This is an optimization exercise on Yosys and OpenROAD, whose aim is small area, not a production implementation.
No driver is modelled on the clock port, so clock power and skew are understated where the tree is cut down; a real chip needs a root buffer or a tree.
Power is estimated from default activity; no workload was simulated.

Setup of before:
==> flow/design.v <==
`timescale 1ns / 1ps
module i2c_sniffer (
    input  wire       clk,
    input  wire       rst,
    input  wire       i2c_sda,
    input  wire       i2c_scl,
    output reg        debug_led,
    output wire       byte_valid,    
    output wire [7:0] byte_data
);
    reg [1:0] scl_sync, sda_sync;
    reg scl_clean, sda_clean, scl_prev_clean, sda_prev_clean;
    always @(posedge clk) begin
        scl_sync <= {scl_sync[0], i2c_scl};
        sda_sync <= {sda_sync[0], i2c_sda};
        scl_clean <= scl_sync[1];
        sda_clean <= sda_sync[1];
        scl_prev_clean <= scl_clean;
        sda_prev_clean <= sda_clean;
    end
    wire start_cond  = scl_clean & scl_prev_clean & sda_prev_clean & ~sda_clean;
    wire stop_cond   = scl_clean & scl_prev_clean & ~sda_prev_clean & sda_clean;
    wire scl_posedge = scl_clean & ~scl_prev_clean;
    localparam [2:0] IDLE_STOP = 3'b000,   
                     IDLE_DATA = 3'b001,   
                     ADDR      = 3'b100,
                     REG       = 3'b101,
                     WRITE     = 3'b110,
                     READ      = 3'b111;
    reg [2:0] phase;
    reg [8:0] cap_n;           
    wire [8:0] cap = ~cap_n;
    reg       sniff_success;
    wire active = phase[2];
    wire ack    = cap[8];
    assign byte_valid = active & scl_posedge & ~ack & cap[7];
    assign byte_data  = {cap[6:0], sda_clean};
    always @(posedge clk) begin
        if (start_cond | (scl_posedge & ack & ~(phase == REG & sda_clean)))
            cap_n <= ~9'd1;
        else if (scl_posedge & ~ack)
            cap_n <= ~{cap[7:0], sda_clean};
    end
    always @(posedge clk) begin
        if (rst) begin
            phase <= IDLE_STOP;
        end else if (stop_cond) begin
            phase <= IDLE_STOP;
        end else if (start_cond) begin
            if (phase != IDLE_DATA)
                phase <= ADDR;
        end else if (scl_posedge & ack & active) begin
            case (phase)
                ADDR:    phase <= cap[0] ? READ : REG;
                REG:     if (~sda_clean) phase <= WRITE;
                WRITE:   phase <= IDLE_DATA;
                default: phase <= READ;
            endcase
        end
    end
    always @(posedge clk) begin
        if (rst)
            sniff_success <= 1'b0;
        else if (phase == READ & ack)
            sniff_success <= 1'b1;
        debug_led <= sniff_success;
    end
endmodule
`timescale 1ns / 1ps
`timescale 1ns / 1ps
module uart_tx (
    input        clk,
    input        rst,
    input        tx_start,
    input  [7:0] tx_data,
    output       tx_serial
);
    reg [10:0] shreg;
    reg [1:0]  cj;
    reg [2:0]  ca;
    reg [4:0]  cb;
    wire tick = ~|{cj[0], ~cj[1], ca[0], ca[2], cb[0], cb[2], ~cb[3], cb[4]};
    wire idle = ~|shreg[10:1];
    wire load = tx_start & idle & (~shreg[0] | tick);
    assign tx_serial = shreg[0] | idle;
    always @(posedge clk) begin
        if (rst)
            shreg <= 11'd0;
        else
            shreg <= (tick ? {1'b0, shreg[10:1]} : shreg)
                   | ({11{load}} & {1'b1, tx_data, 1'b0, 1'b1});
    end
    always @(posedge clk) begin
        if (load) begin
            cj <= 2'b10;
            ca <= 3'b101;
            cb <= 5'b11110;
        end else begin
            cj <= {~cj[0], cj[1]};
            ca <= {~ca[1], ~ca[0], ~(ca[2] ^ ca[1])};
            cb <= {~cb[3], ~cb[2], ~cb[1], ~cb[0], cb[4] ^ cb[2]};
        end
    end
endmodule
`timescale 1ns / 1ps
module top (
    input  clk,         
    input  rst,         
    input  i2c_sda,     
    input  i2c_scl,     
    output debug_led,   
    output tx           
);
    wire       byte_valid;
    wire [7:0] byte_data;
    i2c_sniffer i2c_sniffer_inst (
        .clk(clk),
        .rst(rst),
        .i2c_sda(i2c_sda),
        .i2c_scl(i2c_scl),
        .debug_led(debug_led),
        .byte_valid(byte_valid),
        .byte_data(byte_data)
    );
    uart_tx uart_tx_inst (
        .clk(clk),
        .rst(rst),
        .tx_start(byte_valid),
        .tx_data(byte_data),
        .tx_serial(tx)
    );
endmodule
Settings: LEC_CHECK=0, CAP_MARGIN=20, CORE_MARGIN=2, CORE_UTILIZATION=60, SLEW_MARGIN=20; clock period 10.0 ns.
standard.sh (not shown) runs the stock make flow with config.mk's settings and CLKGATE_MAP_FILE= SYNTH_SCRIPT=/design/flow/synth_recipe.tcl, a recipe that flattens the netlist after the stock synthesis.
==> flow/flow/run.sh <==
#!/bin/bash
# Own flow: the standard layout (standard.sh) with three changes:
#  - synthesis maps the logic with an area-oriented ABC script
#    (flow/synth.tcl, flow/area.abc); registers are mapped as in the
#    standard synthesis;
#  - the clock is buffered by a few buffers placed at register clusters
#    (flow/pre_cts.tcl, flow/clock_buffers.tcl) instead of TritonCTS's
#    H-tree with dummy loads;
#  - port buffers use the smallest buffer cell.
# The full output of the ORFS make run is in standard_flow.log; each step's
# log is under orfs/logs/.
set -euo pipefail
export OWN_ABC_SCRIPT=$PWD/flow/area.abc
export FLOW_SYNTH_TCL=$PWD/synth_recipe.tcl
export CLOCK_BUFFER_CELL=sky130_fd_sc_hd__clkbuf_4
export CLOCK_BUFFER_COUNT=4
bash standard.sh \
  "SYNTH_SCRIPT=$PWD/flow/synth.tcl" \
  "BUFFER_PORTS_ARGS=-buffer_cell sky130_fd_sc_hd__buf_1" \
  "PRE_CTS_TCL=$PWD/flow/pre_cts.tcl" \
  finish > standard_flow.log 2>&1
==> flow/flow/pre_cts.tcl <==
# PRE_CTS hook: buffer the clock by hand (see clock_buffers.tcl) in place of
# TritonCTS's H-tree, then make the step's clock_tree_synthesis call only
# switch the clock to propagated mode. The rest of the CTS step
# (legalisation, hold repair) runs as usual.
source [file join [file dirname [info script]] clock_buffers.tcl]
insert_clock_buffers $::env(CLOCK_BUFFER_CELL) $::env(CLOCK_BUFFER_COUNT)
rename clock_tree_synthesis tritoncts_clock_tree_synthesis
proc clock_tree_synthesis { args } {
  puts "clock buffered by hand; TritonCTS not run"
  set_propagated_clock [all_clocks]
}
Other scripts of this flow, unchanged in this note and not shown: flow/flow/area.abc, flow/flow/clock_buffers.tcl, flow/flow/synth.tcl
before: all stages complete, timing, DRC and antenna checks passed
The following lists how after was set up differently from before:
--- a/flow/flow/run.sh
+++ b/flow/flow/run.sh
@@ -13,6 +13,6 @@
 export OWN_ABC_SCRIPT=$PWD/flow/area.abc
 export FLOW_SYNTH_TCL=$PWD/synth_recipe.tcl
-export CLOCK_BUFFER_CELL=sky130_fd_sc_hd__clkbuf_4
-export CLOCK_BUFFER_COUNT=4
+export CLOCK_BUFFER_CELL=sky130_fd_sc_hd__clkbuf_8
+export CLOCK_BUFFER_COUNT=3
 bash standard.sh \
   "SYNTH_SCRIPT=$PWD/flow/synth.tcl" \
--- a/flow/config.mk
+++ b/flow/config.mk
@@ -8,4 +8,4 @@
 export CAP_MARGIN = 20
 export CORE_MARGIN = 2
-export CORE_UTILIZATION = 60
+export CORE_UTILIZATION = 40
 export SLEW_MARGIN = 20
Results
Relative to before, the clock power measured on after has increased by more than 10%.
Going from before to after, post-placement cell count has increased, arrival time of data at the critical path endpoint has decreased.
after and before ended up with nearly the same average size of a mapped cell.
From before to after the numbers moved as follows: worst hold slack now larger, utilization now smaller.
Function was not checked in any run of this note: the RTL went through the layout flow alone. No run of this note takes its clock network from TritonCTS; it comes from the design's own scripts or RTL.

[port drivers added, routing unchanged]
Ports are ideal in the flow. The routed layouts listed here were re-timed in OpenROAD.
Step 1 (the two cells are an assumption about what drives the block):
set clk [get_ports {clk}]
set_driving_cell -lib_cell sky130_fd_sc_hd__clkbuf_16 $clk
set_driving_cell -lib_cell sky130_fd_sc_hd__buf_2 [delete_from_list [all_inputs] $clk]
Step 2 also shifts input and output timing later by t, the mid clock arrival at the registers, as if the neighbouring blocks saw the same clock.
a / b / c = ideal ports / drivers / drivers and shift; a / b = the first two.
| run | shift t [ns] | setup WS [ns] | worst setup path at the end | clock arrival spread, ns | worst register clock-pin slew, ns |
|---|---|---|---|---|---|
| before | 0.198 | 6.249 / 6.212 / 6.410 | register to output | 0.012 / 0.012 | 0.11 / 0.11 |
| after | 0.184 | 6.279 / 6.239 / 6.423 | register to output | 0.006 / 0.006 | 0.09 / 0.09 |
After both steps every run listed still meets setup and hold.
